From an optimization exercise on the open Yosys and OpenROAD flow, aimed at a short achievable clock period; shortcuts taken in it are not production practice.
Where RTL was checked, it was by simulation tests only, not by an equivalence proof against the original.
Power is estimated from default activity; no workload was simulated.

==> flow/design.v <==
`timescale 1ns / 1ps
module tmr_cmp8(input wire [7:0] a, input wire [7:0] b, output wire gt, output wire eq);
    wire [7:0] g1 = a & ~b;
    wire [7:0] l1 = ~a & b;
    wire [3:0] g2, l2;
    wire [1:0] g4, l4;
    genvar i;
    generate
        for (i = 0; i < 4; i = i + 1) begin : t2
            assign g2[i] = g1[2*i+1] | ~l1[2*i+1] & g1[2*i];
            assign l2[i] = l1[2*i+1] | ~g1[2*i+1] & l1[2*i];
        end
        for (i = 0; i < 2; i = i + 1) begin : t4
            assign g4[i] = g2[2*i+1] | ~l2[2*i+1] & g2[2*i];
            assign l4[i] = l2[2*i+1] | ~g2[2*i+1] & l2[2*i];
        end
    endgenerate
    assign gt = g4[1] | ~l4[1] & g4[0];
    wire   lt = l4[1] | ~g4[1] & l4[0];
    assign eq = ~gt & ~lt;
endmodule
module tmr_xor(input wire a, input wire b, output wire y);
    assign y = a ^ b;
endmodule
module tmr_rd2(input wire [15:0] ahi, input wire [1:0] aw, input wire rstrb,
               input wire [1:0] m0, input wire [1:0] m1,
               input wire [1:0] c0, input wire [1:0] c1,
               output wire [1:0] rd);
    wire en = (ahi == 16'h4000) & rstrb;
    wire e0 = en & (aw == 2'b00);
    wire e1 = en & (aw == 2'b01);
    wire e2 = en & (aw == 2'b10);
    wire e3 = en & (aw == 2'b11);
    assign rd = ({2{e0}} & m0) | ({2{e1}} & m1) | ({2{e2}} & c0) | ({2{e3}} & c1);
endmodule
module tmr_mux8(input wire s, input wire [7:0] a, input wire [7:0] b, output wire [7:0] y);
    assign y = s ? a : b;
endmodule
module tmr_wdec #(parameter [1:0] W = 2'b00)
                (input wire [15:0] ahi, input wire [1:0] aw, input wire [3:0] wr,
                 output wire [3:0] we);
    assign we = {4{(ahi == 16'h4000) & (aw == W)}} & wr;
endmodule
module timer( input  wire clk,
              input  wire rst,
              input  wire [31:0] addr,
              input  wire [31:0] wdata,
              input  wire [3:0]  wr,
              input  wire        rstrb,
              output wire [31:0] rdata,
              output wire        irq);
    reg [63:0] mtime;
    reg [63:0] mtimecmp;
    reg [7:0]  gt_q;       
    reg [7:0]  eq_q;       
    reg        zero_q;     
    reg        rst_q;      
    genvar k;
    generate
        for (k = 0; k < 16; k = k + 1) begin : rd
            tmr_rd2 u (.ahi(addr[31:16]), .aw(addr[3:2]), .rstrb(rstrb),
                       .m0(mtime[2*k +: 2]), .m1(mtime[32 + 2*k +: 2]),
                       .c0(mtimecmp[2*k +: 2]), .c1(mtimecmp[32 + 2*k +: 2]),
                       .rd(rdata[2*k +: 2]));
        end
    endgenerate
    wire [3:0] we_t0, we_t1, we_c0, we_c1;
    tmr_wdec #(.W(2'b00)) u_wt0 (.ahi(addr[31:16]), .aw(addr[3:2]), .wr(wr), .we(we_t0));
    tmr_wdec #(.W(2'b01)) u_wt1 (.ahi(addr[31:16]), .aw(addr[3:2]), .wr(wr), .we(we_t1));
    tmr_wdec #(.W(2'b10)) u_wc0 (.ahi(addr[31:16]), .aw(addr[3:2]), .wr(wr), .we(we_c0));
    tmr_wdec #(.W(2'b11)) u_wc1 (.ahi(addr[31:16]), .aw(addr[3:2]), .wr(wr), .we(we_c1));
    wire [7:0] wm_t = {we_t1, we_t0};
    wire [7:0] wm_c = {we_c1, we_c0};
    wire [7:0] cy;
    assign cy[0] = 1'b1;
    generate
        for (k = 1; k < 8; k = k + 1) begin : cyb
            assign cy[k] = &mtime[8*k-1:0];
        end
    endgenerate
    wire [63:0] mtime_nxt;
    wire [63:0] cmp_nxt;
    wire [7:0]  gt_nxt, eq_nxt, z_nxt;
    generate
        for (k = 0; k < 8; k = k + 1) begin : byt
            wire [7:0] tb = mtime[8*k +: 8];
            wire [7:0] cb = mtimecmp[8*k +: 8];
            wire [7:0] wb = wdata[8*(k%4) +: 8];
            wire [7:0] ti;
            assign ti[0] = ~tb[0];
            genvar i;
            for (i = 1; i < 8; i = i + 1) begin : ib
                tmr_xor u_x (.a(tb[i]), .b(&tb[i-1:0]), .y(ti[i]));
            end
            assign mtime_nxt[8*k +: 8] = wm_t[k] ? wb : (cy[k] ? ti : tb);
            tmr_mux8 u_cn (.s(wm_c[k]), .a(wb), .b(cb), .y(cmp_nxt[8*k +: 8]));
            wire g0, e0, g1, e1, g2, e2, g3, e3, g4, e4;
            tmr_cmp8 u_pc0 (.a(tb), .b(cb), .gt(g0), .eq(e0));
            tmr_cmp8 u_pc1 (.a(ti), .b(cb), .gt(g1), .eq(e1));
            tmr_cmp8 u_pw0 (.a(tb), .b(wb), .gt(g2), .eq(e2));
            tmr_cmp8 u_pw1 (.a(ti), .b(wb), .gt(g3), .eq(e3));
            tmr_cmp8 u_wc  (.a(wb), .b(cb), .gt(g4), .eq(e4));
            wire pc_g = cy[k] ? g1 : g0;
            wire pc_e = cy[k] ? e1 : e0;
            wire pw_g = cy[k] ? g3 : g2;
            wire pw_e = cy[k] ? e3 : e2;
            assign gt_nxt[k] = wm_t[k] ? g4 : (wm_c[k] ? pw_g : pc_g);
            assign eq_nxt[k] = wm_t[k] ? e4 : (wm_c[k] ? pw_e : pc_e);
            assign z_nxt[k] = wm_c[k] ? ~|wb : ~|cb;
        end
    endgenerate
    always @(posedge clk or posedge rst) begin
        if (rst)
            mtime <= 64'd0;
        else
            mtime <= mtime_nxt;
    end
    always @(posedge clk or posedge rst) begin
        if (rst)
            rst_q <= 1'b1;
        else
            rst_q <= 1'b0;
    end
    always @(posedge clk) begin
        mtimecmp <= cmp_nxt;
        gt_q     <= gt_nxt;
        eq_q     <= eq_nxt;
        zero_q   <= &z_nxt;
    end
    wire [3:0] g2, e2;
    wire [1:0] g4, e4;
    generate
        for (k = 0; k < 4; k = k + 1) begin : ci2
            assign g2[k] = gt_q[2*k+1] | eq_q[2*k+1] & gt_q[2*k];
            assign e2[k] = eq_q[2*k+1] & eq_q[2*k];
        end
        for (k = 0; k < 2; k = k + 1) begin : ci4
            assign g4[k] = g2[2*k+1] | e2[2*k+1] & g2[2*k];
            assign e4[k] = e2[2*k+1] & e2[2*k];
        end
    endgenerate
    wire ge = g4[1] | e4[1] & (g4[0] | e4[0]);
    assign irq = rst_q ? zero_q : ge;
endmodule
clock: 4.0 ns
lec_check: 0
cap_margin: 20
core_margin: 2
core_utilization: 40
setup_slack_margin: 1.5
slew_margin: 20
synth_hierarchical: 1
run.sh (not shown) runs the stock make flow with config.mk's settings and CLKGATE_MAP_FILE= SYNTH_SCRIPT=/design/flow/synth_recipe.tcl, a recipe that flattens the netlist after the stock synthesis.
Next try:
--- a/flow/design.v
+++ b/flow/design.v
@@ -30,13 +30,10 @@
     wire e0 = en & (aw == 2'b00);
     wire e1 = en & (aw == 2'b01);
     wire e2 = en & (aw == 2'b10);
     wire e3 = en & (aw == 2'b11);
     assign rd = ({2{e0}} & m0) | ({2{e1}} & m1) | ({2{e2}} & c0) | ({2{e3}} & c1);
-endmodule
-module tmr_mux8(input wire s, input wire [7:0] a, input wire [7:0] b, output wire [7:0] y);
-    assign y = s ? a : b;
 endmodule
 module tmr_wdec #(parameter [1:0] W = 2'b00)
                 (input wire [15:0] ahi, input wire [1:0] aw, input wire [3:0] wr,
                  output wire [3:0] we);
     assign we = {4{(ahi == 16'h4000) & (aw == W)}} & wr;
@@ -91,11 +88,11 @@
             genvar i;
             for (i = 1; i < 8; i = i + 1) begin : ib
                 tmr_xor u_x (.a(tb[i]), .b(&tb[i-1:0]), .y(ti[i]));
             end
             assign mtime_nxt[8*k +: 8] = wm_t[k] ? wb : (cy[k] ? ti : tb);
-            tmr_mux8 u_cn (.s(wm_c[k]), .a(wb), .b(cb), .y(cmp_nxt[8*k +: 8]));
+            assign cmp_nxt[8*k +: 8]   = wm_c[k] ? wb : cb;
             wire g0, e0, g1, e1, g2, e2, g3, e3, g4, e4;
             tmr_cmp8 u_pc0 (.a(tb), .b(cb), .gt(g0), .eq(e0));
             tmr_cmp8 u_pc1 (.a(ti), .b(cb), .gt(g1), .eq(e1));
             tmr_cmp8 u_pw0 (.a(tb), .b(wb), .gt(g2), .eq(e2));
             tmr_cmp8 u_pw1 (.a(ti), .b(wb), .gt(g3), .eq(e3));
- final area stays flat
- fmax increases by about 4%
- critical path depth came out lower by 1
- sequential share of layout area increases by 2.6 points
- setup slack improves by 130 ps
- non-clock buffer count climbs by 9
- total power is higher by about 1.1%
- die area came out lower by about 1.6%
- utilization is higher by 1.3 points
- combinational power grows by about 2.6%
- synthesized cell count decreases by 1.5%
- final cell count fell by about 2.2%
Function not checked in the second run of this note: the RTL went through the layout flow alone.

separate check: timing with driven ports:
The results above use ideal ports. As a check the final layouts listed here were re-extracted and re-timed, cells and wires unchanged.
Step 1 sets driving cells, clkbuf_16 on the clock port and buf_2 on the other inputs (assumed; they add their load-dependent delay and slew).
Step 2 adds t to the input delays and takes it off the output delays; t is the mean of the earliest and latest rising clock arrival at the registers after step 1. Input paths then give back, and output paths get back, about the clock's delay inside the block.
Slacks: no drivers / after step 1 / after step 2; pairs: no drivers / after step 1.
run	shift t [ns]	setup WS [ns]	worst setup path at the end	slew at the worst register clock pin (ns)	worst slew at a driven data input, ns
the first run	0.540	0.694 / 0.656 / 0.656	input to output	0.07 / 0.07	0.12
the second run	0.573	0.827 / 0.775 / 0.726	input to register	0.07 / 0.07	0.11
After both steps every run listed still meets setup and hold. For the second run, which loses most, drivers alone change the setup slack by -0.052 ns; drivers and shift together by -0.101 ns.
